Context: an optimization exercise on an open-source flow, tuned for small area, a short achievable clock period and few clock cycles per item. The choices shown serve that exercise and are no tape-out recipe. For this run, only the layout was checked, not whether the RTL still works. Power figures rest on the tool's default switching activity, not on a simulated workload.

### flow/config.mk
export PLATFORM = sky130hd
export DESIGN_NAME = add_up
export DESIGN_NICKNAME = add_up
export VERILOG_FILES = /design/flow/design.v
export SDC_FILE = /design/flow/constraint.sdc
export NUM_CORES = 8
export LEC_CHECK = 0
export ABC_CLOCK_PERIOD_IN_PS = 3500
export CAP_MARGIN = 50
export CORE_MARGIN = 2
export CORE_UTILIZATION = 40
export SETUP_SLACK_MARGIN = 5
export SLEW_MARGIN = 50
### flow/constraint.sdc
create_clock -name core_clock -period 9.0 [get_ports {clk}]
set_input_delay 1.8000 -clock core_clock [delete_from_list [all_inputs] [get_ports {clk}]]
set_output_delay 1.8000 -clock core_clock [all_outputs]
set_load 0.01 [all_outputs]
### flow/design.v
module tab0_0(input [3:0] a, output [13:0] c);
  localparam [15:0] Tc0 = 16'h0116;
  assign c[0] = Tc0[a];
  localparam [15:0] Tc1 = 16'h0116;
  assign c[1] = Tc1[a];
  localparam [15:0] Tc2 = 16'h6880;
  assign c[2] = Tc2[a];
  localparam [15:0] Tc3 = 16'h7ee8;
  assign c[3] = Tc3[a];
  localparam [15:0] Tc4 = 16'he996;
  assign c[4] = Tc4[a];
  localparam [15:0] Tc5 = 16'h7ee8;
  assign c[5] = Tc5[a];
  localparam [15:0] Tc6 = 16'he996;
  assign c[6] = Tc6[a];
  localparam [15:0] Tc7 = 16'h177e;
  assign c[7] = Tc7[a];
  localparam [15:0] Tc8 = 16'h9668;
  assign c[8] = Tc8[a];
  localparam [15:0] Tc9 = 16'h8116;
  assign c[9] = Tc9[a];
  localparam [15:0] Tc10 = 16'h1668;
  assign c[10] = Tc10[a];
  localparam [15:0] Tc11 = 16'he880;
  assign c[11] = Tc11[a];
  localparam [15:0] Tc12 = 16'h0000;
  assign c[12] = Tc12[a];
  localparam [15:0] Tc13 = 16'h0000;
  assign c[13] = Tc13[a];
endmodule
module tab0_1(input [3:0] a, output [13:0] c);
  localparam [15:0] Tc0 = 16'h381c;
  assign c[0] = Tc0[a];
  localparam [15:0] Tc1 = 16'h65ba;
  assign c[1] = Tc1[a];
  localparam [15:0] Tc2 = 16'h20ba;
  assign c[2] = Tc2[a];
  localparam [15:0] Tc3 = 16'h1c86;
  assign c[3] = Tc3[a];
  localparam [15:0] Tc4 = 16'h5924;
  assign c[4] = Tc4[a];
  localparam [15:0] Tc5 = 16'h5d04;
  assign c[5] = Tc5[a];
  localparam [15:0] Tc6 = 16'h08ae;
  assign c[6] = Tc6[a];
  localparam [15:0] Tc7 = 16'h6138;
  assign c[7] = Tc7[a];
  localparam [15:0] Tc8 = 16'h7130;
  assign c[8] = Tc8[a];
  localparam [15:0] Tc9 = 16'h4d0c;
  assign c[9] = Tc9[a];
  localparam [15:0] Tc10 = 16'h18a6;
  assign c[10] = Tc10[a];
  localparam [15:0] Tc11 = 16'h08ae;
  assign c[11] = Tc11[a];
  localparam [15:0] Tc12 = 16'h08ae;
  assign c[12] = Tc12[a];
  localparam [15:0] Tc13 = 16'h08ae;
  assign c[13] = Tc13[a];
endmodule
module tab0_2(input [3:0] a, output [13:0] c);
  localparam [15:0] Tc0 = 16'h6996;
  assign c[0] = Tc0[a];
  localparam [15:0] Tc1 = 16'h2902;
  assign c[1] = Tc1[a];
  localparam [15:0] Tc2 = 16'h4094;
  assign c[2] = Tc2[a];
  localparam [15:0] Tc3 = 16'h42d4;
  assign c[3] = Tc3[a];
  localparam [15:0] Tc4 = 16'h2942;
  assign c[4] = Tc4[a];
  localparam [15:0] Tc5 = 16'h4294;
  assign c[5] = Tc5[a];
  localparam [15:0] Tc6 = 16'h2942;
  assign c[6] = Tc6[a];
  localparam [15:0] Tc7 = 16'h2b02;
  assign c[7] = Tc7[a];
  localparam [15:0] Tc8 = 16'h4294;
  assign c[8] = Tc8[a];
  localparam [15:0] Tc9 = 16'h2942;
  assign c[9] = Tc9[a];
  localparam [15:0] Tc10 = 16'h4294;
  assign c[10] = Tc10[a];
  localparam [15:0] Tc11 = 16'h40d4;
  assign c[11] = Tc11[a];
  localparam [15:0] Tc12 = 16'h40d4;
  assign c[12] = Tc12[a];
  localparam [15:0] Tc13 = 16'h40d4;
  assign c[13] = Tc13[a];
endmodule
module tab0_3(input [3:0] a, output [13:0] c);
  localparam [15:0] Tc0 = 16'h45a2;
  assign c[0] = Tc0[a];
  localparam [15:0] Tc1 = 16'h793c;
  assign c[1] = Tc1[a];
  localparam [15:0] Tc2 = 16'h7130;
  assign c[2] = Tc2[a];
  localparam [15:0] Tc3 = 16'h249a;
  assign c[3] = Tc3[a];
  localparam [15:0] Tc4 = 16'h1c86;
  assign c[4] = Tc4[a];
  localparam [15:0] Tc5 = 16'h0c8e;
  assign c[5] = Tc5[a];
  localparam [15:0] Tc6 = 16'h30b2;
  assign c[6] = Tc6[a];
  localparam [15:0] Tc7 = 16'h5924;
  assign c[7] = Tc7[a];
  localparam [15:0] Tc8 = 16'h5d04;
  assign c[8] = Tc8[a];
  localparam [15:0] Tc9 = 16'h08ae;
  assign c[9] = Tc9[a];
  localparam [15:0] Tc10 = 16'h3492;
  assign c[10] = Tc10[a];
  localparam [15:0] Tc11 = 16'h30b2;
  assign c[11] = Tc11[a];
  localparam [15:0] Tc12 = 16'h30b2;
  assign c[12] = Tc12[a];
  localparam [15:0] Tc13 = 16'h30b2;
  assign c[13] = Tc13[a];
endmodule
module tab2_0(input [3:0] a, output [13:0] c);
  localparam [15:0] Tc0 = 16'h3432;
  assign c[0] = Tc0[a];
  localparam [15:0] Tc1 = 16'h3032;
  assign c[1] = Tc1[a];
  localparam [15:0] Tc2 = 16'h3fc2;
  assign c[2] = Tc2[a];
  localparam [15:0] Tc3 = 16'h5964;
  assign c[3] = Tc3[a];
  localparam [15:0] Tc4 = 16'h52b4;
  assign c[4] = Tc4[a];
  localparam [15:0] Tc5 = 16'h5f04;
  assign c[5] = Tc5[a];
  localparam [15:0] Tc6 = 16'hc992;
  assign c[6] = Tc6[a];
  localparam [15:0] Tc7 = 16'h0b42;
  assign c[7] = Tc7[a];
  localparam [15:0] Tc8 = 16'h5158;
  assign c[8] = Tc8[a];
  localparam [15:0] Tc9 = 16'h9d9c;
  assign c[9] = Tc9[a];
  localparam [15:0] Tc10 = 16'h1ee0;
  assign c[10] = Tc10[a];
  localparam [15:0] Tc11 = 16'he000;
  assign c[11] = Tc11[a];
  localparam [15:0] Tc12 = 16'h0000;
  assign c[12] = Tc12[a];
  localparam [15:0] Tc13 = 16'h0000;
  assign c[13] = Tc13[a];
endmodule
module tab2_1(input [3:0] a, output [13:0] c);
  localparam [15:0] Tc0 = 16'h0ff0;
  assign c[0] = Tc0[a];
  localparam [15:0] Tc1 = 16'h0f00;
  assign c[1] = Tc1[a];
  localparam [15:0] Tc2 = 16'h3ccc;
  assign c[2] = Tc2[a];
  localparam [15:0] Tc3 = 16'h9a5a;
  assign c[3] = Tc3[a];
  localparam [15:0] Tc4 = 16'h239c;
  assign c[4] = Tc4[a];
  localparam [15:0] Tc5 = 16'hcc10;
  assign c[5] = Tc5[a];
  localparam [15:0] Tc6 = 16'ha54a;
  assign c[6] = Tc6[a];
  localparam [15:0] Tc7 = 16'h500a;
  assign c[7] = Tc7[a];
  localparam [15:0] Tc8 = 16'h0ffa;
  assign c[8] = Tc8[a];
  localparam [15:0] Tc9 = 16'h5550;
  assign c[9] = Tc9[a];
  localparam [15:0] Tc10 = 16'hcc36;
  assign c[10] = Tc10[a];
  localparam [15:0] Tc11 = 16'hccfe;
  assign c[11] = Tc11[a];
  localparam [15:0] Tc12 = 16'hccfe;
  assign c[12] = Tc12[a];
  localparam [15:0] Tc13 = 16'hccfe;
  assign c[13] = Tc13[a];
endmodule
module tab2_2(input [3:0] a, output [13:0] c);
  localparam [15:0] Tc0 = 16'h6666;
  assign c[0] = Tc0[a];
  localparam [15:0] Tc1 = 16'heeee;
  assign c[1] = Tc1[a];
  localparam [15:0] Tc2 = 16'hb4b4;
  assign c[2] = Tc2[a];
  localparam [15:0] Tc3 = 16'h37c8;
  assign c[3] = Tc3[a];
  localparam [15:0] Tc4 = 16'h6d5a;
  assign c[4] = Tc4[a];
  localparam [15:0] Tc5 = 16'h85a0;
  assign c[5] = Tc5[a];
  localparam [15:0] Tc6 = 16'h9c66;
  assign c[6] = Tc6[a];
  localparam [15:0] Tc7 = 16'h2644;
  assign c[7] = Tc7[a];
  localparam [15:0] Tc8 = 16'h6222;
  assign c[8] = Tc8[a];
  localparam [15:0] Tc9 = 16'hdd22;
  assign c[9] = Tc9[a];
  localparam [15:0] Tc10 = 16'h5a78;
  assign c[10] = Tc10[a];
  localparam [15:0] Tc11 = 16'h5070;
  assign c[11] = Tc11[a];
  localparam [15:0] Tc12 = 16'h5070;
  assign c[12] = Tc12[a];
  localparam [15:0] Tc13 = 16'h5070;
  assign c[13] = Tc13[a];
endmodule
module tab2_3(input [3:0] a, output [13:0] c);
  localparam [15:0] Tc0 = 16'h33cc;
  assign c[0] = Tc0[a];
  localparam [15:0] Tc1 = 16'hffcc;
  assign c[1] = Tc1[a];
  localparam [15:0] Tc2 = 16'h99aa;
  assign c[2] = Tc2[a];
  localparam [15:0] Tc3 = 16'h1ef0;
  assign c[3] = Tc3[a];
  localparam [15:0] Tc4 = 16'h8666;
  assign c[4] = Tc4[a];
  localparam [15:0] Tc5 = 16'he888;
  assign c[5] = Tc5[a];
  localparam [15:0] Tc6 = 16'hc33c;
  assign c[6] = Tc6[a];
  localparam [15:0] Tc7 = 16'hf330;
  assign c[7] = Tc7[a];
  localparam [15:0] Tc8 = 16'hc0fc;
  assign c[8] = Tc8[a];
  localparam [15:0] Tc9 = 16'h300c;
  assign c[9] = Tc9[a];
  localparam [15:0] Tc10 = 16'h969a;
  assign c[10] = Tc10[a];
  localparam [15:0] Tc11 = 16'hb2ba;
  assign c[11] = Tc11[a];
  localparam [15:0] Tc12 = 16'hb2ba;
  assign c[12] = Tc12[a];
  localparam [15:0] Tc13 = 16'hb2ba;
  assign c[13] = Tc13[a];
endmodule
module tab1_0(input [7:0] a, output [13:0] h, output [13:0] l);
  localparam [15:0] Th0 = 16'h6996;
  assign h[0] = Th0[a[7:4]];
  localparam [15:0] Th1 = 16'h177e;
  assign h[1] = Th1[a[7:4]];
  localparam [15:0] Th2 = 16'hf00e;
  assign h[2] = Th2[a[7:4]];
  localparam [15:0] Th3 = 16'h9968;
  assign h[3] = Th3[a[7:4]];
  localparam [15:0] Th4 = 16'h4bda;
  assign h[4] = Th4[a[7:4]];
  localparam [15:0] Th5 = 16'ha1a0;
  assign h[5] = Th5[a[7:4]];
  localparam [15:0] Th6 = 16'hf1f0;
  assign h[6] = Th6[a[7:4]];
  localparam [15:0] Th7 = 16'h3d3c;
  assign h[7] = Th7[a[7:4]];
  localparam [15:0] Th8 = 16'h5756;
  assign h[8] = Th8[a[7:4]];
  localparam [15:0] Th9 = 16'hfffe;
  assign h[9] = Th9[a[7:4]];
  localparam [15:0] Th10 = 16'h9668;
  assign h[10] = Th10[a[7:4]];
  localparam [15:0] Th11 = 16'he880;
  assign h[11] = Th11[a[7:4]];
  localparam [15:0] Th12 = 16'h0000;
  assign h[12] = Th12[a[7:4]];
  localparam [15:0] Th13 = 16'h0000;
  assign h[13] = Th13[a[7:4]];
  localparam [15:0] Tl0 = 16'h33cc;
  assign l[0] = Tl0[a[3:0]];
  localparam [15:0] Tl1 = 16'h3cf0;
  assign l[1] = Tl1[a[3:0]];
  localparam [15:0] Tl2 = 16'h6aaa;
  assign l[2] = Tl2[a[3:0]];
  localparam [15:0] Tl3 = 16'hb3cc;
  assign l[3] = Tl3[a[3:0]];
  localparam [15:0] Tl4 = 16'hcc00;
  assign l[4] = Tl4[a[3:0]];
  localparam [15:0] Tl5 = 16'h9696;
  assign l[5] = Tl5[a[3:0]];
  localparam [15:0] Tl6 = 16'hb2b2;
  assign l[6] = Tl6[a[3:0]];
  localparam [15:0] Tl7 = 16'he718;
  assign l[7] = Tl7[a[3:0]];
  localparam [15:0] Tl8 = 16'hc4dc;
  assign l[8] = Tl8[a[3:0]];
  localparam [15:0] Tl9 = 16'h07e0;
  assign l[9] = Tl9[a[3:0]];
  localparam [15:0] Tl10 = 16'hf800;
  assign l[10] = Tl10[a[3:0]];
  localparam [15:0] Tl11 = 16'h0000;
  assign l[11] = Tl11[a[3:0]];
  localparam [15:0] Tl12 = 16'h0000;
  assign l[12] = Tl12[a[3:0]];
  localparam [15:0] Tl13 = 16'h0000;
  assign l[13] = Tl13[a[3:0]];
endmodule
module tab1_1(input [7:0] a, output [13:0] h, output [13:0] l);
  localparam [15:0] Th0 = 16'h9966;
  assign h[0] = Th0[a[7:4]];
  localparam [15:0] Th1 = 16'h1188;
  assign h[1] = Th1[a[7:4]];
  localparam [15:0] Th2 = 16'h4b5a;
  assign h[2] = Th2[a[7:4]];
  localparam [15:0] Th3 = 16'h38c6;
  assign h[3] = Th3[a[7:4]];
  localparam [15:0] Th4 = 16'h6ea8;
  assign h[4] = Th4[a[7:4]];
  localparam [15:0] Th5 = 16'h1696;
  assign h[5] = Th5[a[7:4]];
  localparam [15:0] Th6 = 16'h54d4;
  assign h[6] = Th6[a[7:4]];
  localparam [15:0] Th7 = 16'h5b24;
  assign h[7] = Th7[a[7:4]];
  localparam [15:0] Th8 = 16'h93c8;
  assign h[8] = Th8[a[7:4]];
  localparam [15:0] Th9 = 16'h1300;
  assign h[9] = Th9[a[7:4]];
  localparam [15:0] Th10 = 16'h8a66;
  assign h[10] = Th10[a[7:4]];
  localparam [15:0] Th11 = 16'h8aee;
  assign h[11] = Th11[a[7:4]];
  localparam [15:0] Th12 = 16'h8aee;
  assign h[12] = Th12[a[7:4]];
  localparam [15:0] Th13 = 16'h8aee;
  assign h[13] = Th13[a[7:4]];
  localparam [15:0] Tl0 = 16'hc33c;
  assign l[0] = Tl0[a[3:0]];
  localparam [15:0] Tl1 = 16'h65a6;
  assign l[1] = Tl1[a[3:0]];
  localparam [15:0] Tl2 = 16'h89c8;
  assign l[2] = Tl2[a[3:0]];
  localparam [15:0] Tl3 = 16'hc23c;
  assign l[3] = Tl3[a[3:0]];
  localparam [15:0] Tl4 = 16'hcf0c;
  assign l[4] = Tl4[a[3:0]];
  localparam [15:0] Tl5 = 16'h9aa6;
  assign l[5] = Tl5[a[3:0]];
  localparam [15:0] Tl6 = 16'h75ae;
  assign l[6] = Tl6[a[3:0]];
  localparam [15:0] Tl7 = 16'h0f5e;
  assign l[7] = Tl7[a[3:0]];
  localparam [15:0] Tl8 = 16'hf00e;
  assign l[8] = Tl8[a[3:0]];
  localparam [15:0] Tl9 = 16'ha554;
  assign l[9] = Tl9[a[3:0]];
  localparam [15:0] Tl10 = 16'hc968;
  assign l[10] = Tl10[a[3:0]];
  localparam [15:0] Tl11 = 16'h0180;
  assign l[11] = Tl11[a[3:0]];
  localparam [15:0] Tl12 = 16'h0100;
  assign l[12] = Tl12[a[3:0]];
  localparam [15:0] Tl13 = 16'h0100;
  assign l[13] = Tl13[a[3:0]];
endmodule
module tab1_2(input [7:0] a, output [13:0] h, output [13:0] l);
  localparam [15:0] Th0 = 16'h6996;
  assign h[0] = Th0[a[7:4]];
  localparam [15:0] Th1 = 16'h188e;
  assign h[1] = Th1[a[7:4]];
  localparam [15:0] Th2 = 16'ha224;
  assign h[2] = Th2[a[7:4]];
  localparam [15:0] Th3 = 16'h6992;
  assign h[3] = Th3[a[7:4]];
  localparam [15:0] Th4 = 16'he87e;
  assign h[4] = Th4[a[7:4]];
  localparam [15:0] Th5 = 16'h2432;
  assign h[5] = Th5[a[7:4]];
  localparam [15:0] Th6 = 16'hecfe;
  assign h[6] = Th6[a[7:4]];
  localparam [15:0] Th7 = 16'he30e;
  assign h[7] = Th7[a[7:4]];
  localparam [15:0] Th8 = 16'hdcc2;
  assign h[8] = Th8[a[7:4]];
  localparam [15:0] Th9 = 16'h33ce;
  assign h[9] = Th9[a[7:4]];
  localparam [15:0] Th10 = 16'h5a94;
  assign h[10] = Th10[a[7:4]];
  localparam [15:0] Th11 = 16'h50d4;
  assign h[11] = Th11[a[7:4]];
  localparam [15:0] Th12 = 16'h50d4;
  assign h[12] = Th12[a[7:4]];
  localparam [15:0] Th13 = 16'h50d4;
  assign h[13] = Th13[a[7:4]];
  localparam [15:0] Tl0 = 16'h5a5a;
  assign l[0] = Tl0[a[3:0]];
  localparam [15:0] Tl1 = 16'hc6c6;
  assign l[1] = Tl1[a[3:0]];
  localparam [15:0] Tl2 = 16'h0df2;
  assign l[2] = Tl2[a[3:0]];
  localparam [15:0] Tl3 = 16'h5558;
  assign l[3] = Tl3[a[3:0]];
  localparam [15:0] Tl4 = 16'h0f0a;
  assign l[4] = Tl4[a[3:0]];
  localparam [15:0] Tl5 = 16'h669c;
  assign l[5] = Tl5[a[3:0]];
  localparam [15:0] Tl6 = 16'hb42c;
  assign l[6] = Tl6[a[3:0]];
  localparam [15:0] Tl7 = 16'hfb0c;
  assign l[7] = Tl7[a[3:0]];
  localparam [15:0] Tl8 = 16'h55a6;
  assign l[8] = Tl8[a[3:0]];
  localparam [15:0] Tl9 = 16'h3362;
  assign l[9] = Tl9[a[3:0]];
  localparam [15:0] Tl10 = 16'h6978;
  assign l[10] = Tl10[a[3:0]];
  localparam [15:0] Tl11 = 16'h7170;
  assign l[11] = Tl11[a[3:0]];
  localparam [15:0] Tl12 = 16'h7170;
  assign l[12] = Tl12[a[3:0]];
  localparam [15:0] Tl13 = 16'h7170;
  assign l[13] = Tl13[a[3:0]];
endmodule
module tab1_3(input [7:0] a, output [13:0] h, output [13:0] l);
  localparam [15:0] Th0 = 16'h6996;
  assign h[0] = Th0[a[7:4]];
  localparam [15:0] Th1 = 16'hb224;
  assign h[1] = Th1[a[7:4]];
  localparam [15:0] Th2 = 16'hccc8;
  assign h[2] = Th2[a[7:4]];
  localparam [15:0] Th3 = 16'h6996;
  assign h[3] = Th3[a[7:4]];
  localparam [15:0] Th4 = 16'h188e;
  assign h[4] = Th4[a[7:4]];
  localparam [15:0] Th5 = 16'h077e;
  assign h[5] = Th5[a[7:4]];
  localparam [15:0] Th6 = 16'h00fe;
  assign h[6] = Th6[a[7:4]];
  localparam [15:0] Th7 = 16'haa54;
  assign h[7] = Th7[a[7:4]];
  localparam [15:0] Th8 = 16'h0fa4;
  assign h[8] = Th8[a[7:4]];
  localparam [15:0] Th9 = 16'hf004;
  assign h[9] = Th9[a[7:4]];
  localparam [15:0] Th10 = 16'h9692;
  assign h[10] = Th10[a[7:4]];
  localparam [15:0] Th11 = 16'hb2b2;
  assign h[11] = Th11[a[7:4]];
  localparam [15:0] Th12 = 16'hb2b2;
  assign h[12] = Th12[a[7:4]];
  localparam [15:0] Th13 = 16'hb2b2;
  assign h[13] = Th13[a[7:4]];
  localparam [15:0] Tl0 = 16'h6666;
  assign l[0] = Tl0[a[3:0]];
  localparam [15:0] Tl1 = 16'h11ee;
  assign l[1] = Tl1[a[3:0]];
  localparam [15:0] Tl2 = 16'h5ab4;
  assign l[2] = Tl2[a[3:0]];
  localparam [15:0] Tl3 = 16'h6cc8;
  assign l[3] = Tl3[a[3:0]];
  localparam [15:0] Tl4 = 16'he666;
  assign l[4] = Tl4[a[3:0]];
  localparam [15:0] Tl5 = 16'h4bb4;
  assign l[5] = Tl5[a[3:0]];
  localparam [15:0] Tl6 = 16'h155e;
  assign l[6] = Tl6[a[3:0]];
  localparam [15:0] Tl7 = 16'hc3c2;
  assign l[7] = Tl7[a[3:0]];
  localparam [15:0] Tl8 = 16'hcfce;
  assign l[8] = Tl8[a[3:0]];
  localparam [15:0] Tl9 = 16'hfc02;
  assign l[9] = Tl9[a[3:0]];
  localparam [15:0] Tl10 = 16'h6664;
  assign l[10] = Tl10[a[3:0]];
  localparam [15:0] Tl11 = 16'h4444;
  assign l[11] = Tl11[a[3:0]];
  localparam [15:0] Tl12 = 16'h4444;
  assign l[12] = Tl12[a[3:0]];
  localparam [15:0] Tl13 = 16'h4444;
  assign l[13] = Tl13[a[3:0]];
endmodule
module kfix1(input [3:0] sel, output [12:0] v);
  assign v = ({13{sel[0]}} & 13'd2971) | ({13{sel[1]}} & 13'd7105) | ({13{sel[2]}} & 13'd7529) | ({13{sel[3]}} & 13'd7657);
endmodule
module tab3_0(input [7:0] a, output [13:0] h, output [13:0] l);
  localparam [15:0] Th0 = 16'h0ff0;
  assign h[0] = Th0[a[7:4]];
  localparam [15:0] Th1 = 16'ha5aa;
  assign h[1] = Th1[a[7:4]];
  localparam [15:0] Th2 = 16'h9c66;
  assign h[2] = Th2[a[7:4]];
  localparam [15:0] Th3 = 16'hb0d2;
  assign h[3] = Th3[a[7:4]];
  localparam [15:0] Th4 = 16'hbf02;
  assign h[4] = Th4[a[7:4]];
  localparam [15:0] Th5 = 16'h2664;
  assign h[5] = Th5[a[7:4]];
  localparam [15:0] Th6 = 16'hfb44;
  assign h[6] = Th6[a[7:4]];
  localparam [15:0] Th7 = 16'hc378;
  assign h[7] = Th7[a[7:4]];
  localparam [15:0] Th8 = 16'h0380;
  assign h[8] = Th8[a[7:4]];
  localparam [15:0] Th9 = 16'h595a;
  assign h[9] = Th9[a[7:4]];
  localparam [15:0] Th10 = 16'hf40a;
  assign h[10] = Th10[a[7:4]];
  localparam [15:0] Th11 = 16'h000a;
  assign h[11] = Th11[a[7:4]];
  localparam [15:0] Th12 = 16'h000a;
  assign h[12] = Th12[a[7:4]];
  localparam [15:0] Th13 = 16'h000a;
  assign h[13] = Th13[a[7:4]];
  localparam [15:0] Tl0 = 16'h6996;
  assign l[0] = Tl0[a[3:0]];
  localparam [15:0] Tl1 = 16'hd442;
  assign l[1] = Tl1[a[3:0]];
  localparam [15:0] Tl2 = 16'hf0f2;
  assign l[2] = Tl2[a[3:0]];
  localparam [15:0] Tl3 = 16'h9964;
  assign l[3] = Tl3[a[3:0]];
  localparam [15:0] Tl4 = 16'hbb22;
  assign l[4] = Tl4[a[3:0]];
  localparam [15:0] Tl5 = 16'hdd44;
  assign l[5] = Tl5[a[3:0]];
  localparam [15:0] Tl6 = 16'h77ee;
  assign l[6] = Tl6[a[3:0]];
  localparam [15:0] Tl7 = 16'h00ee;
  assign l[7] = Tl7[a[3:0]];
  localparam [15:0] Tl8 = 16'h6688;
  assign l[8] = Tl8[a[3:0]];
  localparam [15:0] Tl9 = 16'h22aa;
  assign l[9] = Tl9[a[3:0]];
  localparam [15:0] Tl10 = 16'he196;
  assign l[10] = Tl10[a[3:0]];
  localparam [15:0] Tl11 = 16'h1f7e;
  assign l[11] = Tl11[a[3:0]];
  localparam [15:0] Tl12 = 16'hfffe;
  assign l[12] = Tl12[a[3:0]];
  localparam [15:0] Tl13 = 16'hfffe;
  assign l[13] = Tl13[a[3:0]];
endmodule
module tab3_1(input [7:0] a, output [13:0] h, output [13:0] l);
  localparam [15:0] Th0 = 16'h33cc;
  assign h[0] = Th0[a[7:4]];
  localparam [15:0] Th1 = 16'hc3f0;
  assign h[1] = Th1[a[7:4]];
  localparam [15:0] Th2 = 16'h9596;
  assign h[2] = Th2[a[7:4]];
  localparam [15:0] Th3 = 16'h2ad4;
  assign h[3] = Th3[a[7:4]];
  localparam [15:0] Th4 = 16'h3318;
  assign h[4] = Th4[a[7:4]];
  localparam [15:0] Th5 = 16'h5a86;
  assign h[5] = Th5[a[7:4]];
  localparam [15:0] Th6 = 16'hc642;
  assign h[6] = Th6[a[7:4]];
  localparam [15:0] Th7 = 16'ha8a8;
  assign h[7] = Th7[a[7:4]];
  localparam [15:0] Th8 = 16'hff00;
  assign h[8] = Th8[a[7:4]];
  localparam [15:0] Th9 = 16'h0ff0;
  assign h[9] = Th9[a[7:4]];
  localparam [15:0] Th10 = 16'hcc3c;
  assign h[10] = Th10[a[7:4]];
  localparam [15:0] Th11 = 16'hccfc;
  assign h[11] = Th11[a[7:4]];
  localparam [15:0] Th12 = 16'hccfc;
  assign h[12] = Th12[a[7:4]];
  localparam [15:0] Th13 = 16'hccfc;
  assign h[13] = Th13[a[7:4]];
  localparam [15:0] Tl0 = 16'h6996;
  assign l[0] = Tl0[a[3:0]];
  localparam [15:0] Tl1 = 16'h2b42;
  assign l[1] = Tl1[a[3:0]];
  localparam [15:0] Tl2 = 16'hd402;
  assign l[2] = Tl2[a[3:0]];
  localparam [15:0] Tl3 = 16'h6994;
  assign l[3] = Tl3[a[3:0]];
  localparam [15:0] Tl4 = 16'he78e;
  assign l[4] = Tl4[a[3:0]];
  localparam [15:0] Tl5 = 16'h1f7e;
  assign l[5] = Tl5[a[3:0]];
  localparam [15:0] Tl6 = 16'h0f0e;
  assign l[6] = Tl6[a[3:0]];
  localparam [15:0] Tl7 = 16'h6968;
  assign l[7] = Tl7[a[3:0]];
  localparam [15:0] Tl8 = 16'hdbda;
  assign l[8] = Tl8[a[3:0]];
  localparam [15:0] Tl9 = 16'ha1a0;
  assign l[9] = Tl9[a[3:0]];
  localparam [15:0] Tl10 = 16'h9866;
  assign l[10] = Tl10[a[3:0]];
  localparam [15:0] Tl11 = 16'h88ee;
  assign l[11] = Tl11[a[3:0]];
  localparam [15:0] Tl12 = 16'h88ee;
  assign l[12] = Tl12[a[3:0]];
  localparam [15:0] Tl13 = 16'h88ee;
  assign l[13] = Tl13[a[3:0]];
endmodule
module tab3_2(input [7:0] a, output [13:0] h, output [13:0] l);
  localparam [15:0] Th0 = 16'h9696;
  assign h[0] = Th0[a[7:4]];
  localparam [15:0] Th1 = 16'h17e8;
  assign h[1] = Th1[a[7:4]];
  localparam [15:0] Th2 = 16'h18f0;
  assign h[2] = Th2[a[7:4]];
  localparam [15:0] Th3 = 16'h8666;
  assign h[3] = Th3[a[7:4]];
  localparam [15:0] Th4 = 16'he888;
  assign h[4] = Th4[a[7:4]];
  localparam [15:0] Th5 = 16'h55aa;
  assign h[5] = Th5[a[7:4]];
  localparam [15:0] Th6 = 16'h5500;
  assign h[6] = Th6[a[7:4]];
  localparam [15:0] Th7 = 16'h99cc;
  assign h[7] = Th7[a[7:4]];
  localparam [15:0] Th8 = 16'hbbaa;
  assign h[8] = Th8[a[7:4]];
  localparam [15:0] Th9 = 16'h22cc;
  assign h[9] = Th9[a[7:4]];
  localparam [15:0] Th10 = 16'h3cf0;
  assign h[10] = Th10[a[7:4]];
  localparam [15:0] Th11 = 16'h30f0;
  assign h[11] = Th11[a[7:4]];
  localparam [15:0] Th12 = 16'h30f0;
  assign h[12] = Th12[a[7:4]];
  localparam [15:0] Th13 = 16'h30f0;
  assign h[13] = Th13[a[7:4]];
  localparam [15:0] Tl0 = 16'ha55a;
  assign l[0] = Tl0[a[3:0]];
  localparam [15:0] Tl1 = 16'h0a50;
  assign l[1] = Tl1[a[3:0]];
  localparam [15:0] Tl2 = 16'h339c;
  assign l[2] = Tl2[a[3:0]];
  localparam [15:0] Tl3 = 16'h694a;
  assign l[3] = Tl3[a[3:0]];
  localparam [15:0] Tl4 = 16'h24fa;
  assign l[4] = Tl4[a[3:0]];
  localparam [15:0] Tl5 = 16'he3c6;
  assign l[5] = Tl5[a[3:0]];
  localparam [15:0] Tl6 = 16'h10ce;
  assign l[6] = Tl6[a[3:0]];
  localparam [15:0] Tl7 = 16'h66a8;
  assign l[7] = Tl7[a[3:0]];
  localparam [15:0] Tl8 = 16'h78f0;
  assign l[8] = Tl8[a[3:0]];
  localparam [15:0] Tl9 = 16'h70f0;
  assign l[9] = Tl9[a[3:0]];
  localparam [15:0] Tl10 = 16'hd5aa;
  assign l[10] = Tl10[a[3:0]];
  localparam [15:0] Tl11 = 16'hffaa;
  assign l[11] = Tl11[a[3:0]];
  localparam [15:0] Tl12 = 16'hffaa;
  assign l[12] = Tl12[a[3:0]];
  localparam [15:0] Tl13 = 16'hffaa;
  assign l[13] = Tl13[a[3:0]];
endmodule
module tab3_3(input [7:0] a, output [13:0] h, output [13:0] l);
  localparam [15:0] Th0 = 16'h5a5a;
  assign h[0] = Th0[a[7:4]];
  localparam [15:0] Th1 = 16'h3636;
  assign h[1] = Th1[a[7:4]];
  localparam [15:0] Th2 = 16'hcd32;
  assign h[2] = Th2[a[7:4]];
  localparam [15:0] Th3 = 16'h5a68;
  assign h[3] = Th3[a[7:4]];
  localparam [15:0] Th4 = 16'hfada;
  assign h[4] = Th4[a[7:4]];
  localparam [15:0] Th5 = 16'h39c6;
  assign h[5] = Th5[a[7:4]];
  localparam [15:0] Th6 = 16'h073e;
  assign h[6] = Th6[a[7:4]];
  localparam [15:0] Th7 = 16'haa54;
  assign h[7] = Th7[a[7:4]];
  localparam [15:0] Th8 = 16'h5a0e;
  assign h[8] = Th8[a[7:4]];
  localparam [15:0] Th9 = 16'h9c98;
  assign h[9] = Th9[a[7:4]];
  localparam [15:0] Th10 = 16'hbaba;
  assign h[10] = Th10[a[7:4]];
  localparam [15:0] Th11 = 16'hbaba;
  assign h[11] = Th11[a[7:4]];
  localparam [15:0] Th12 = 16'hbaba;
  assign h[12] = Th12[a[7:4]];
  localparam [15:0] Th13 = 16'hbaba;
  assign h[13] = Th13[a[7:4]];
  localparam [15:0] Tl0 = 16'h6996;
  assign l[0] = Tl0[a[3:0]];
  localparam [15:0] Tl1 = 16'h4d24;
  assign l[1] = Tl1[a[3:0]];
  localparam [15:0] Tl2 = 16'h2b62;
  assign l[2] = Tl2[a[3:0]];
  localparam [15:0] Tl3 = 16'h8e78;
  assign l[3] = Tl3[a[3:0]];
  localparam [15:0] Tl4 = 16'h33bc;
  assign l[4] = Tl4[a[3:0]];
  localparam [15:0] Tl5 = 16'hcc30;
  assign l[5] = Tl5[a[3:0]];
  localparam [15:0] Tl6 = 16'hccfc;
  assign l[6] = Tl6[a[3:0]];
  localparam [15:0] Tl7 = 16'h3c0c;
  assign l[7] = Tl7[a[3:0]];
  localparam [15:0] Tl8 = 16'hf30c;
  assign l[8] = Tl8[a[3:0]];
  localparam [15:0] Tl9 = 16'hff0c;
  assign l[9] = Tl9[a[3:0]];
  localparam [15:0] Tl10 = 16'h969a;
  assign l[10] = Tl10[a[3:0]];
  localparam [15:0] Tl11 = 16'hb2ba;
  assign l[11] = Tl11[a[3:0]];
  localparam [15:0] Tl12 = 16'hb2ba;
  assign l[12] = Tl12[a[3:0]];
  localparam [15:0] Tl13 = 16'hb2ba;
  assign l[13] = Tl13[a[3:0]];
endmodule
module kfix3(input [3:0] sel, output [12:0] v);
  assign v = ({13{sel[0]}} & 13'd1763) | ({13{sel[1]}} & 13'd805) | ({13{sel[2]}} & 13'd581) | ({13{sel[3]}} & 13'd515);
endmodule
`timescale 1ns / 1ps
module add_up(
    input [14:0] in,
    output [17:0] out1,output [17:0] out2,
    output [17:0] out4,output [17:0] out3,
    input clk,
    input rst,
    input in_valid,
    output in_ready,
    output out_valid
    );
assign in_ready = 1'b1;
reg  [3:0]  cnt;         
reg         dir;         
reg         pact;        
reg  [3:0]  pj;          
wire        take  = in_valid & ~rst;
wire        shift = take | (pact & (cnt == 4'd0));    
wire        pv    = shift & pact;                     
always @(posedge clk) begin
    if (rst) begin
        cnt <= 4'd0; pj <= 4'd0; dir <= 1'b0; pact <= 1'b0;
    end else begin
        if (pv) begin
            pj <= pj + 4'd1;
            if (pj == 4'd15) pact <= 1'b0;
        end
        if (take) begin
            cnt <= cnt + 4'd1;
            if (cnt == 4'd15) begin
                dir <= ~dir; pact <= 1'b1; pj <= 4'd0;
            end
        end
    end
end
wire [15:0] p;           
dct_array ua(.clk(clk), .shift(shift), .dir(dir), .smp(in), .p(p));
wire [3:0] x0b, x2b;     
wire [7:0] db;           
dct_serial us(.clk(clk), .pv(pv), .first(pj == 4'd0), .p(p), .x0b(x0b), .x2b(x2b), .db(db));
wire [3:0] a0 = {x0b[0], x0b[1], x0b[2], x0b[3]};      
wire [3:0] a2 = {x2b[0], x2b[1], x2b[2], x2b[3]};
wire [7:0] a1 = {db[0], db[1], db[2], db[3], db[4], db[5], db[6], db[7]};
reg  [7:0] XO [0:3];     
reg  [7:0] XE [0:4];     
reg  [4:0] V;            
reg  [3:0] J [0:4];      
integer i;
always @(posedge clk) begin
    XO[0] <= (pj == 4'd15) ? ~a1 : a1; XE[0] <= {a0, a2}; J[0] <= pj;
    for (i = 1; i < 4; i = i + 1) XO[i] <= XO[i - 1];
    for (i = 1; i < 5; i = i + 1) begin XE[i] <= XE[i - 1]; J[i] <= J[i - 1]; end
    if (rst) V <= 5'd0;
    else     V <= {V[3:0], pv};
end
wire [12:0] res [0:15];  
reg  [3:0]  fin;         
genvar k;
generate
    for (k = 0; k < 4; k = k + 1) begin : grp
        wire [13:0] c0w, c2w, h1, l1, h3, l3;
        reg  [13:0] c1, c3;
        reg         first, ns, last;
        wire [14:0] mask;
        if (k == 0) begin : t0
            tab0_0 u0(XE[1][7:4], c0w); tab1_0 u1(XO[0], h1, l1);
            tab2_0 u2(XE[1][3:0], c2w); tab3_0 u3(XO[0], h3, l3);
        end else if (k == 1) begin : t1
            tab0_1 u0(XE[2][7:4], c0w); tab1_1 u1(XO[1], h1, l1);
            tab2_1 u2(XE[2][3:0], c2w); tab3_1 u3(XO[1], h3, l3);
        end else if (k == 2) begin : t2
            tab0_2 u0(XE[3][7:4], c0w); tab1_2 u1(XO[2], h1, l1);
            tab2_2 u2(XE[3][3:0], c2w); tab3_2 u3(XO[2], h3, l3);
        end else begin : t3
            tab0_3 u0(XE[4][7:4], c0w); tab1_3 u1(XO[3], h1, l1);
            tab2_3 u2(XE[4][3:0], c2w); tab3_3 u3(XO[3], h3, l3);
        end
        genvar b;
        for (b = 0; b < 13; b = b + 1) begin : mk
            assign mask[b] = (J[k + 1] >= 15 - b);
        end
        assign mask[13] = 1'b1;
        assign mask[14] = (J[k + 1] != 4'd0);
        always @(posedge clk) begin
            c1    <= h1 + l1;
            c3    <= h3 + l3;
            first <= (J[k] == 4'd0);
            ns    <= (J[k] == 4'd1) | (J[k] == 4'd2);
            last  <= (J[k] == 4'd15);
            if (rst) fin[k] <= 1'b0;
            else     fin[k] <= V[k + 1] & last;
        end
        dct_acc r0(.clk(clk), .v(V[k + 1]), .first(first), .ns(ns), .neg(last), .mask(mask), .c(c0w), .res(res[4 * k + 0]));
        dct_acc r1(.clk(clk), .v(V[k + 1]), .first(first), .ns(ns), .neg(1'b0), .mask(mask), .c(c1),  .res(res[4 * k + 1]));
        dct_acc r2(.clk(clk), .v(V[k + 1]), .first(first), .ns(ns), .neg(last), .mask(mask), .c(c2w), .res(res[4 * k + 2]));
        dct_acc r3(.clk(clk), .v(V[k + 1]), .first(first), .ns(ns), .neg(1'b0), .mask(mask), .c(c3),  .res(res[4 * k + 3]));
    end
endgenerate
wire [12:0] kf1, kf3;
kfix1 uk1(fin, kf1);
kfix3 uk3(fin, kf3);
wire [12:0] r0 = ({13{fin[0]}} & res[0])  | ({13{fin[1]}} & res[4])  | ({13{fin[2]}} & res[8])  | ({13{fin[3]}} & res[12]);
wire [12:0] r1 = ({13{fin[0]}} & res[1])  | ({13{fin[1]}} & res[5])  | ({13{fin[2]}} & res[9])  | ({13{fin[3]}} & res[13]);
wire [12:0] r2 = ({13{fin[0]}} & res[2])  | ({13{fin[1]}} & res[6])  | ({13{fin[2]}} & res[10]) | ({13{fin[3]}} & res[14]);
wire [12:0] r3 = ({13{fin[0]}} & res[3])  | ({13{fin[1]}} & res[7])  | ({13{fin[2]}} & res[11]) | ({13{fin[3]}} & res[15]);
reg [12:0] o1, o2, o3, o4;
reg        ov;
always @(posedge clk) begin
    if (rst) ov <= 1'b0;
    else     ov <= |fin;
    o1 <= r0;
    o2 <= r1 + kf1;
    o3 <= r2;
    o4 <= r3 + kf3;
end
assign out_valid = ov;
assign out1 = {o1, 5'd0};
assign out2 = {o2, 5'd0};
assign out3 = {o3, 5'd0};
assign out4 = {o4, 5'd0};
endmodule
module dct_array(
    input clk, input shift, input dir, input [14:0] smp,
    output [15:0] p
    );
reg  [15:0] M [0:15];
wire [15:0] inb;
genvar r, c;
generate
    for (c = 0; c < 16; c = c + 1) begin : ib
        if (c == 0) begin : z
            assign inb[c] = 1'b0;
        end else begin : b
            assign inb[c] = smp[15 - c];
        end
    end
    for (r = 0; r < 16; r = r + 1) begin : row
        for (c = 0; c < 16; c = c + 1) begin : col
            localparam P = (r + c) % 2;
            wire dn = (r == 0) ? inb[c] ^ P : ~M[(r == 0) ? 0 : r - 1][c];
            wire rt = (c == 0) ? inb[r] ^ P : ~M[r][(c == 0) ? 0 : c - 1];
            always @(posedge clk)
                if (shift) M[r][c] <= dir ? rt : dn;
        end
    end
    for (c = 0; c < 16; c = c + 1) begin : pl
        localparam P = c % 2;            
        assign p[c] = (dir ? M[15 - c][15] : M[15][15 - c]) ^ P;
    end
endgenerate
endmodule
module dct_serial(
    input clk, input pv, input first, input [15:0] p,
    output [3:0] x0b, output [3:0] x2b, output [7:0] db
    );
reg  [7:0] cs, cd;
reg  [3:0] c0, c2;
wire [7:0] sb;
wire [7:0] cs_in = first ? 8'h00 : cs;
wire [7:0] cd_in = first ? 8'hff : cd;
wire [3:0] c0_in = first ? 4'h0 : c0;
wire [3:0] c2_in = first ? 4'hf : c2;
wire [7:0] ncs, ncd;
wire [3:0] nc0, nc2;
genvar m;
generate
    for (m = 0; m < 8; m = m + 1) begin : sa
        wire a = p[m], b = p[15 - m];
        assign sb[m]  = a ^ b ^ cs_in[m];
        assign ncs[m] = (a & b) | (a & cs_in[m]) | (b & cs_in[m]);
        assign db[m]  = a ^ ~b ^ cd_in[m];
        assign ncd[m] = (a & ~b) | (a & cd_in[m]) | (~b & cd_in[m]);
    end
    for (m = 0; m < 4; m = m + 1) begin : sb2
        wire a = sb[m], b = sb[7 - m];
        assign x0b[m] = a ^ b ^ c0_in[m];
        assign nc0[m] = (a & b) | (a & c0_in[m]) | (b & c0_in[m]);
        assign x2b[m] = a ^ ~b ^ c2_in[m];
        assign nc2[m] = (a & ~b) | (a & c2_in[m]) | (~b & c2_in[m]);
    end
endgenerate
always @(posedge clk)
    if (pv) begin
        cs <= ncs; cd <= ncd; c0 <= nc0; c2 <= nc2;
    end
endmodule
module dct_base(input [14:0] R, input ns, output [14:0] base);
assign base = {ns & R[14], ns ? R[13] : R[14], ~ns & R[13], R[12:1]};
endmodule
module dct_acc(
    input clk, input v, input first, input ns, input neg, input [14:0] mask,
    input [13:0] c, output [12:0] res
    );
reg  [14:0] R;
wire [14:0] base, sum;
dct_base bs(R, ns, base);
wire [14:0] op = {1'b0, ~c[13], c[12:0] ^ {13{neg}}};
dct_add15 ad(.a(base), .b(op), .s(sum));
always @(posedge clk)
    if (v) R <= {sum[14] & mask[14], first ? ~c[13] : sum[13], sum[12:0] & mask[12:0]};
assign res = R[12:0];
endmodule
module dct_add15(input [14:0] a, input [14:0] b, output [14:0] s);
reg [14:0] g, pp;
wire [14:0] p = a ^ b;
integer i, d;
always @(*) begin
    g  = a & b;
    pp = p;
    for (d = 1; d < 15; d = d * 2)
        for (i = 2 * d - 1; i < 15; i = i + 2 * d) begin
            g[i]  = g[i] | (pp[i] & g[i - d]);
            pp[i] = pp[i] & pp[i - d];
        end
    for (d = 4; d >= 1; d = d / 2)
        for (i = 3 * d - 1; i < 15; i = i + 2 * d) begin
            g[i]  = g[i] | (pp[i] & g[i - d]);
            pp[i] = pp[i] & pp[i - d];
        end
end
assign s = p ^ {g[13:0], 1'b0};
endmodule
### flow/flow/run.sh
#!/bin/bash
# Standard layout, with plain buffers on the ports.
set -o pipefail
bash standard.sh "BUFFER_PORTS_ARGS=-buffer_cell sky130_fd_sc_hd__buf_2" finish > standard.log 2>&1
### flow/standard.sh
#!/bin/bash
# synth_recipe.tcl (not shown) runs the flow's synth.tcl, then flattens the netlist and writes it again
# the make line also repeats each setting of config.mk as NAME=value (left out here)
make -C /OpenROAD-flow-scripts/flow DESIGN_CONFIG=/design/flow/config.mk WORK_HOME=/design/flow/orfs CLKGATE_MAP_FILE= SYNTH_SCRIPT=/design/flow/synth_recipe.tcl "${@:-finish}"
==> results.yml <==
setup_path:
  crit_type: "reg -> reg"
  critPathCaptureType: "flip-flop"
  reg2reg_slack_ns: 5.17
  critical_path_arrival_ns: 4.38
  crit_required_ns: 9.54
  slowest_delay_ns: 0.45
  cp_slowest_cell: "fa_1"
  path_cells: "inv_2 > ha_2 > nor2b_1 > nor3_1 > a31oi_1 > xor2_1 > ha_1 > fa_1 > a21o_1 > a41oi_2 > a21oi_2 > a31o_2 > a21o_1 > a21oi_1 > fa_1 > nor2_1"
  crit_fanout: 7
  start_kind: "flip-flop"
die:
  core_um2: 120000
  die-area_um2: 124000
  die_x_um: 352
  ioPinCount: 92
  num_rows: 127
  start_util_pct: 40.4
  die_h_um: 352
route:
  routed_via_density: 5.25
  drt_drc_violations_left: 0
  routed_wl_um: 116000
  drtIter0Drc: 2269
  wl_per_cell_um: 18.9
  dr.pass1.iters: 7
  via_count: 32300
  ant_nets: 0
cts:
  cts_root_buf: "clkbuf_16"
  clkSinkCount: 801
  clk_path_buf_depth: 3
  cts_tree: "built"
  numCtsBuffers: 91
  cts.clk_slew.worst_paths_ns: 0.06
  clk_latency_ns: 0.69
  h-tree-depth: 3
  holdBufCountCts: 0
logic_synthesis:
  synth_cells: 4423
  synth.area.mux_share_pct: 7.10
  synth_top_family_by_area: "adder cells"
  synth-main-ff-cell: "edfxtp_1"
  synth_area_um2: 48500
  synth-seq-cells: 801
  yosysSeqAreaShare_pct: 43.7
  synth-edff-count: 519
  synth-xor-area-share_pct: 6.08
  async_flop_share_pct: 0
  yosys_warnings: 12
  yosys.area_share.simple_pct: 10.1
  synthAdderAreaFrac_pct: 17.7
  postSynthAreaPerCell_um2: 11.0
  synth-compound-area-share_pct: 11.8
  synth_cell_types: 81
place:
  dpl_worst_slack_ns: 4.65
  portBuffers: 70
  placed_cell_area_um2: 50600
  place.gp.congestion: 0.885
  place_hpwl_um: 86800
pwr:
  pwr-share-seq_pct: 37.9
  internal_power_mw: 8.20
  powerDensity_nw_per_um2: 223
  ir_drop_uv: 172
  p_sw_mw: 3.89
  p_leak_nw: 20.6
  switching_share_pct: 32.2
  clkPwrFrac_pct: 32.1
  combPwrFrac_pct: 30.0
final_layout:
  fillerInstances: 11300
  diodes: 0
  final_common_cell: "edfxtp_1"
  utilization_pct: 45.1
  final_cell_mix: "edfxtp_1, ha_1, mux2i_1, nor2_1, a21oi_1"
  layout.nets: 5080
  postLayoutCellArea_um2: 54200
  synthToLayoutAreaGrowth_pct: 11.6
  layout-drive-gt1-share_pct: 9.36
sta:
  timing.fmax_mhz: 261
  max-slew-margin-rel_pct: 50.7
  final.setup.tns_ns: 0
  min_period_over_period_pct: 42.6
  fin_crit_ns: 3.83
  hold_viol: 0
  tightest_slew_ns: 0.731
  finalSetupViolCount: 0
  skew_ns: 0.0353
  finalMaxSlewViolations: 0
  fin_ws_ns: 5.17
  rsz0062_at_grt: "yes"
min_path:
  hold_path_class: "reg -> reg"
global_route:
  antenna_found_initial: 1
  grt_overflow: 0
  grt_usage_pct: 18.5
  first_global_vias: 31600
  grt_max_degree: 89
  grt_pass1_wl_um: 181000
run_status:
  status: "finished clean"
flow_run:
  max_cap_viol_count: 0
==> Yosys cell counts, types with 9 or more instances <==
library cell	count	area, µm²
xor2_1	99	867
nand3_1	45	225
fa_1	146	2920
clkbuf_1	114	428
mux2_2	33	372
o21a_1	44	330
a31o_2	11	96.3
a21boi_0	10	75.1
buf_2	10	50.1
mux2i_1	307	3070
o31ai_1	17	128
xnor2_1	238	2080
buf_4	21	158
a21oi_1	267	1340
buf_1	43	161
edfxtp_1	519	15600
nor2_1	302	1130
or2_2	17	106
ha_1	451	5640
or3_1	14	87.6
nand4_1	16	100
and2_1	82	513
a22oi_1	102	766
a21o_1	81	608
a31oi_1	26	163
nor2b_1	90	563
nand2_1	259	972
nor3_1	50	250
o211ai_1	24	180
dfxtp_1	282	5650
o21bai_1	15	113
a211o_1	9	78.8
and3_1	45	282
inv_1	231	867
nand2b_1	77	482
a211oi_1	28	210
o21ai_0	190	951
==> final timing paths <==
path | endpoint | start | cells after the start
worst max-delay path | grp[3].r0.R[12] | XE[4][5] | 16
worst min register to register | XE[1][2] | XE[0][2] | 0
worst max register to register | grp[3].r0.R[12] | XE[4][5] | 16
worst min-delay path | XE[1][2] | XE[0][2] | 0
==> power groups by stage <==
stage / registers [mW] / clock network (mW) / logic (mW)
final: 4.57 / 3.88 / 3.63
after global routing: 4.61 / 4.12 / 4.17
after CTS: 4.59 / 3.97 / 3.60
after detailed placement: 4.66 / 0 / 3.55
after global placement: 4.66 / 0 / 3.48
after floorplan: 4.46 / 0 / 2.89
==> critical path: cells and delay by family, from the launching register on <==
family                     cells  cell delay, ns
xor gates and xnor gates       1            0.11
adders and majority gates      4            1.33
and+or+nand+nor                3            0.35
AOI/OAI and AO/OA              7            1.43
DFF                            1            0.37
buffers and inverters          1            0.10
==> cell type report <==
cell class | count | area (µm²) | area share [%]
Timing Repair Buffer | 118 | 858 | 1.58
Multi-Input combinational cell | 3218 | 25900 | 47.8
Clock inverter | 38 | 473 | 0.873
Sequential cell | 801 | 21300 | 39.4
Tap cell | 1612 | 2020 | 3.72
Clock buffer | 133 | 2720 | 5.03
Inverter | 235 | 890 | 1.64
==> sequential cells by signal, summed over array words and instances, names as in the netlist, 5 cells and up <==
name,count
XE,40
o2,13
J,20
grp.r2.R,60
XO,32
o4,13
grp.c3,53
us.cs,8
ua.M,255
o1,13
o3,13
us.cd,8
V,5
grp.r1.R,60
grp.r3.R,60
grp.c1,53
grp.r0.R,60
==> cell families after synthesis <==
logic type / after synthesis
DFF: 801
and+or+nand+nor: 1023
xor gates and xnor gates: 337
buffers and inverters: 423
muxes: 340
AOI/OAI and AO/OA: 900
adders and majority gates: 597
other: 2
==> repair_timing <==
item,in CTS,in global routing
pin swaps,1,8
hold endpoints to repair,0,0
gates resized for setup,22,52
gates cloned,0,0
buffers inserted,3,10
setup endpoints to repair,19,35
==> routing by layer <==
metal | up-vias | part of all wire (%) | track usage [%]
met5 | - | 0 | 0
met3 | 190 | 4.7 | 2.20
met1 | 15500 | 45 | 25.0
met2 | 802 | 47 | 30.7
met4 | 0 | 3.7 | 6.49
li1 | 15800 | - | -
==> per-stage QoR <==
stage / cells / hold WS (ns) / total power [mW]
finish: 6155 / 0.320 / 12.1
global route: 6155 / 0.324 / 12.9
CTS: 6143 / 0.320 / 12.2
detailed placement: 5969 / 0.312 / 8.21
global placement: 5965 / 0.310 / 8.14
floorplan: 4442 / 0.310 / 7.35

==> what the ideal ports hide <==
In the flow no input, the clock included, has a driving cell. The finished layout below was timed again as built, in two steps. Step 1: set_driving_cell puts a clkbuf_16 on clk and a buf_2 on each other input, an assumption about the parent block. Step 2 moves the port delays by t, midway between the first and last clock arrival at a register: inputs arrive t later, outputs are due t later. That takes back most of the time a late clock gives input paths. a / b / c = ideal ports / drivers / drivers and shift; a / b = the first two.
t (ns): 0.742
setup WS [ns]: 5.166 / 5.166 / 5.166
hold WS [ns]: 0.320 / 0.320 / 0.320
clock arrival spread, ns: 0.038 / 0.038
slew at the worst register clock pin (ns): 0.07 / 0.07
After both steps setup and hold are still met in this run. For this run, drivers alone change the setup slack by 0.000 ns; drivers and shift together by 0.000 ns.
